From an optimization exercise on the open Yosys and OpenROAD flow, aimed at small area, a short achievable clock period and few clock cycles per item; shortcuts taken in it are not production practice. The RTL was checked by simulation tests, not by an equivalence proof against the original design. Power figures rest on the tool's default switching activity, not on a simulated workload.

--- flow/config.mk ---
export PLATFORM = sky130hd
export DESIGN_NAME = rsa_key
export DESIGN_NICKNAME = rsa_key
export VERILOG_FILES = /design/flow/design.v
export SDC_FILE = /design/flow/constraint.sdc
export NUM_CORES = 4
export LEC_CHECK = 0
export CAP_MARGIN = 20
export CORE_MARGIN = 2
export CORE_UTILIZATION = 40
export SLEW_MARGIN = 20
--- flow/constraint.sdc ---
create_clock -name core_clock -period 210.0 [get_ports {clk}]
set_input_delay 42.0000 -clock core_clock [delete_from_list [all_inputs] [get_ports {clk}]]
set_output_delay 42.0000 -clock core_clock [all_outputs]
set_load 0.01 [all_outputs]
--- flow/design.v ---
module RSA_IP #(parameter WIDTH = 3) (
    IN_P, IN_Q, IN_E,
    OUT_N, OUT_D
);
input  [WIDTH-1:0]   IN_P, IN_Q;
input  [WIDTH*2-1:0] IN_E;
output [WIDTH*2-1:0] OUT_N, OUT_D;
reg [WIDTH*2-1:0] N;
reg [WIDTH*2-1:0] Euler;
reg signed [WIDTH*2-1:0] r[0:8];
reg signed [WIDTH*2-1:0] t[0:8];
reg signed [WIDTH*2-1:0] q[0:7];
reg signed [WIDTH*2-1:0] ans;
always@(*)begin
N = IN_P*IN_Q;
Euler = (N-IN_P)-(IN_Q-1);
r[0] = Euler;
r[1] = IN_E;
t[0] = 0;
t[1] = 1;
end
genvar i;
generate
	for(i=2;i<9;i=i+1)begin
		always@(*) begin
				q[i-2] = r[i-2]/r[i-1];
				r[i]   = r[i-2]%r[i-1];
				t[i]   = t[i-2]-q[i-2]*t[i-1];
		end
	end
endgenerate
always@(*)begin
	if(r[2]==0) ans = t[1];
	else if(r[3]==0) ans = t[2];
	else if(r[4]==0) ans = t[3];
	else if(r[5]==0) ans = t[4];
	else if(r[6]==0) ans = t[5];
	else if(r[7]==0) ans = t[6];
	else  ans = t[7];
end
assign OUT_D = (ans<0)? ans+Euler:(ans>Euler)? ans-Euler:ans;
assign OUT_N = N;
endmodule
module rsa_key #(parameter WIDTH = 6) (
    input                    clk,
    input                    rst_n,
    input                    in_valid,
    output                   in_ready,
    input  [WIDTH-1:0]       IN_P,
    input  [WIDTH-1:0]       IN_Q,
    input  [WIDTH*2-1:0]     IN_E,
    output reg               out_valid,
    output reg [WIDTH*2-1:0] OUT_N,
    output reg [WIDTH*2-1:0] OUT_D
);
reg               v_q;
reg [WIDTH-1:0]   p_q, q_q;
reg [WIDTH*2-1:0] e_q;
wire [WIDTH*2-1:0] n_w, d_w;
assign in_ready = 1'b1;
always @(posedge clk or negedge rst_n) begin
    if (~rst_n) begin
        v_q       <= 1'b0;
        out_valid <= 1'b0;
    end else begin
        v_q       <= in_valid;
        out_valid <= v_q;
    end
end
always @(posedge clk) begin
    if (in_valid) begin
        p_q <= IN_P;
        q_q <= IN_Q;
        e_q <= IN_E;
    end
    if (v_q) begin
        OUT_N <= n_w;
        OUT_D <= d_w;
    end
end
RSA_IP #(.WIDTH(WIDTH)) RSA_IP1 (
    .IN_P(p_q), .IN_Q(q_q), .IN_E(e_q),
    .OUT_N(n_w), .OUT_D(d_w)
);
endmodule
--- flow/run.sh ---
#!/bin/bash
# synth_recipe.tcl (not shown) runs the flow's synth.tcl, then flattens the netlist and writes it again
# the make line also repeats each setting of config.mk as NAME=value (left out here)
make -C /OpenROAD-flow-scripts/flow DESIGN_CONFIG=/design/flow/config.mk WORK_HOME=/design/flow/orfs CLKGATE_MAP_FILE= SYNTH_SCRIPT=/design/flow/synth_recipe.tcl finish
==> results.yml <==
worst_setup_path:
  cp_top_family: "compound AO/OA/AOI/OAI gates"
  worst_path_most_repeated_cell: "a21oi_1"
  crit_arrival_ns: 194.17
  r2r-end: "OUT_D[1]"
  startpoint_type: "flop"
  rr_startpoint: "q_q[2]"
  cp_num_buf_inv: 103
  crit_required_ns: 210.12
  startpoint: "q_q[2]"
  cp-endpoint: "OUT_D[1]"
  crit_type: "flop to flop"
  crit_path_max_fanout: 32
  max_stage_delay_ns: 0.77
  ff2ff_setup_slack_ns: 15.95
  r2r_cells: 923
  worst-path-stages: 883
  slowest_stage: "or4_1"
  end_kind: "flop"
place:
  place.port_buffers: 51
  gp_congestion: 1.009
  dp_hpwl_mm: 167.2
  dp.cells: 9125
pwr:
  switching_share_pct: 60.84
  clk-power_uw: 9.32
  power_mw: 832.3
  irDropWorstVdd_uv: 6652
  p_int_mw: 326.0
  pwr-share-comb_pct: 99.9
  p_comb_mw: 832
  clock_power_share_pct: 0
  seqPwrFrac_pct: 0.1
  p_leak_nw: 25.43
  p_switching_mw: 506.4
  pg_seq_uw: 543
  power-top-group: "combinational cells"
  p_per_area_nw_per_um2: 14460
logic_synthesis:
  synth_cell_types: 149
  yosysTopAreaCell: "ha_1"
  synth_commonest_cells: "nor2_1, ha_1, nand2_1"
  ys_ff_latch: 50
  synth_edf_count: 48
  netlist_instances: 7407
  synth_nets: 8434
  synth_top_area_share_pct: 17.34
  ys_warn_count: 5
  synth.most_common_cell: "nor2_1"
  synth.area.top_cells: "ha_1, fa_1, xnor2_1, nor2_1, nand2_1"
  async_flop_share_pct: 4.000
  syn_area_um2: 53830
  ys.flop_type: "edfxtp_1"
  syn_area_per_cell_um2: 7.268
  yosysSeqAreaShare_pct: 2.771
timing:
  fmaxAchievable_ghz: 0.005153
  worst_pin_slew_ns: 1.174
  setup_viol: 0
  period_share_pct: 92.41
  skew_ns: 0.009759
  maxSlewHeadroom_pct: 21.20
  final_hold_viol_count: 0
  slew_viol_final: 0
  period_needed_ns: 194.05
drt:
  routed_wl_mm: 203.8
  drtAntennaViolNets: 0
  vias: 56300
  first_iter_violations: 5659
  drc: 0
  wl_per_cell_um: 22.24
  first_pass_iters: 6
  viasPerCell: 6.146
global_routing:
  grt_max_degree: 44
  grt_pass1_vias: 53770
  grt_first_pass_wirelength_mm: 314.5
  grt_use_total_pct: 28.73
  gr-total-overflow: 0
  antenna_found_initial: 2
clocking:
  cts_num_sinks: 50
  cts_tree: "done"
  cts_max_path_buffers: 2
  insertion_delay_ns: 0.32
  numCtsBuffers: 5
  holdBufCountCts: 0
  htree_levels: 2
  clkTransAtPathRegs_ns: 0.07
  cts_root_buf: "clkbuf_16"
cells_and_area:
  fin_nets: 8418
  drive_above_1_share_pct: 7.806
  synthToLayoutAreaGrowth_pct: 6.915
  fillers: 13830
  final_cell_count_no_fill: 9161
floorplan:
  ios: 53
  die_y_um: 370.8
  start_util_pct: 40.34
  die_width_um: 370.8
  core-area_um2: 133500
  design.die.area_um2: 137500
  rows: 134
outcome:
  status: "finished clean"
worst_hold_path:
  min_from: "v_q"
  min_path_cells: 0
  hold_class: "flop to flop"
  whs_endpoint: "out_valid"
job:
  maxCapViolations: 0
[state kept, by name (all words and copies together), names as in the netlist]
name / cells
v_q: 1
p_q: 6
q_q: 6
OUT_D: 12
out_valid: 1
OUT_N: 12
e_q: 12
[per-stage QoR]
step	hold WS [ns]	cell area (µm²)	utilization (%)	TNS, ns	worst slack [ns]
after floorplan	0.6148	53830	-	0	39.55
after global placement	0.5464	56710	42.49	0	11.05
after detailed placement	0.5424	56720	42.50	0	7.621
after CTS	0.5528	56890	42.63	0	6.839
after global routing	0.5618	57550	43.12	-0.3668	-0.1650
final	0.5540	57550	43.12	0	15.95
[cells by family (layout without fill, tap and decap cells)]
logic type	after synthesis	in the layout	share of synthesized area (%)
buffers and inverters	902	887	6.515
flip-flops	50	50	2.771
AND/OR/NAND/NOR	2649	2649	23.88
other	1	2	0.006966
XOR/XNOR	635	635	10.54
multiplexers	146	146	2.910
adder cells (fa/ha/maj)	1000	1000	26.79
AO/OA/AOI/OAI	2024	2024	26.60
[cells in the final DEF (no fill, tap or decap), types with 24 or more instances in the layout]
master           instances
o22ai_1                 28
nor3_1                 244
mux2i_1                 73
and2_1                 132
nand4_1                 77
ha_1                   746
a211oi_1                72
nand2_1                657
o21bai_1                83
and3_1                  49
inv_1                  635
or3_1                   85
xor2_1                 190
or4_1                   24
nor2_1                 780
o2111ai_1               26
xnor2_1                424
clkdlybuf4s50_1         50
o211ai_1                66
a211o_1                 26
nor2b_1                 84
o21a_1                 144
o31ai_1                 56
a21o_1                 175
buf_4                  171
nor4_1                  58
o21ai_1                 49
edfxtp_1                48
or2_2                   55
a22oi_1                 30
mux2_2                  64
a21oi_1                460
o21ai_0                267
fa_1                   254
a31oi_1                 87
nand3_1                147
nand2b_1               101
[per-layer routing]
layer  GRT usage [%]  share of wire, %  vias up
met3           2.801               6.9      374
met4           9.288               3.8        0
met5               0                 0        -
li1                -                 -    26600
met1           39.18                44    27150
met2           47.36                45     2173
[what timing repair did]
action,4_1_cts,5_1_grt
endpoints found under the setup margin,0,12
gates resized for setup,0,94
buffers inserted,0,26
[area by class of cell]
| type | count | area (µm²) | area share, % |
|---|---|---|---|
| multi-input cells | 6455 | 49390 | 85.82 |
| well taps | 1768 | 2212 | 3.844 |
| flip-flops and latches | 50 | 1491 | 2.591 |
| repair buffers | 224 | 1808 | 3.141 |
| diodes | 1 | 2.502 | 0.004348 |
| clock buffers | 8 | 166.4 | 0.2891 |
| inverters | 655 | 2482 | 4.313 |
Testbench counts, summed over its fixed seeds: cycles 2,416, items 2,400.

==> what the ideal ports hide <==
Ports are ideal in the flow. The routed layout listed here was re-timed in OpenROAD.
Step 1, drivers: a clkbuf_16 drives clk and a buf_2 each remaining input, both assumed.
Step 2 also shifts input and output timing later by t, the mid clock arrival at the registers, as if the neighbouring blocks saw the same clock.
Three values: ideal, step 1, step 2; two values: the first two.
t, ns: 0.360
setup WS [ns]: 15.947 / 15.947 / 15.947
worst setup path after step 2: register to register
latest minus earliest clock arrival (ns): 0.010 / 0.010
worst data-port slew with drivers (ns): 0.04
After both steps this run still meets setup and hold. For this run, drivers alone change the setup slack by 0.000 ns; drivers and shift together by 0.000 ns.
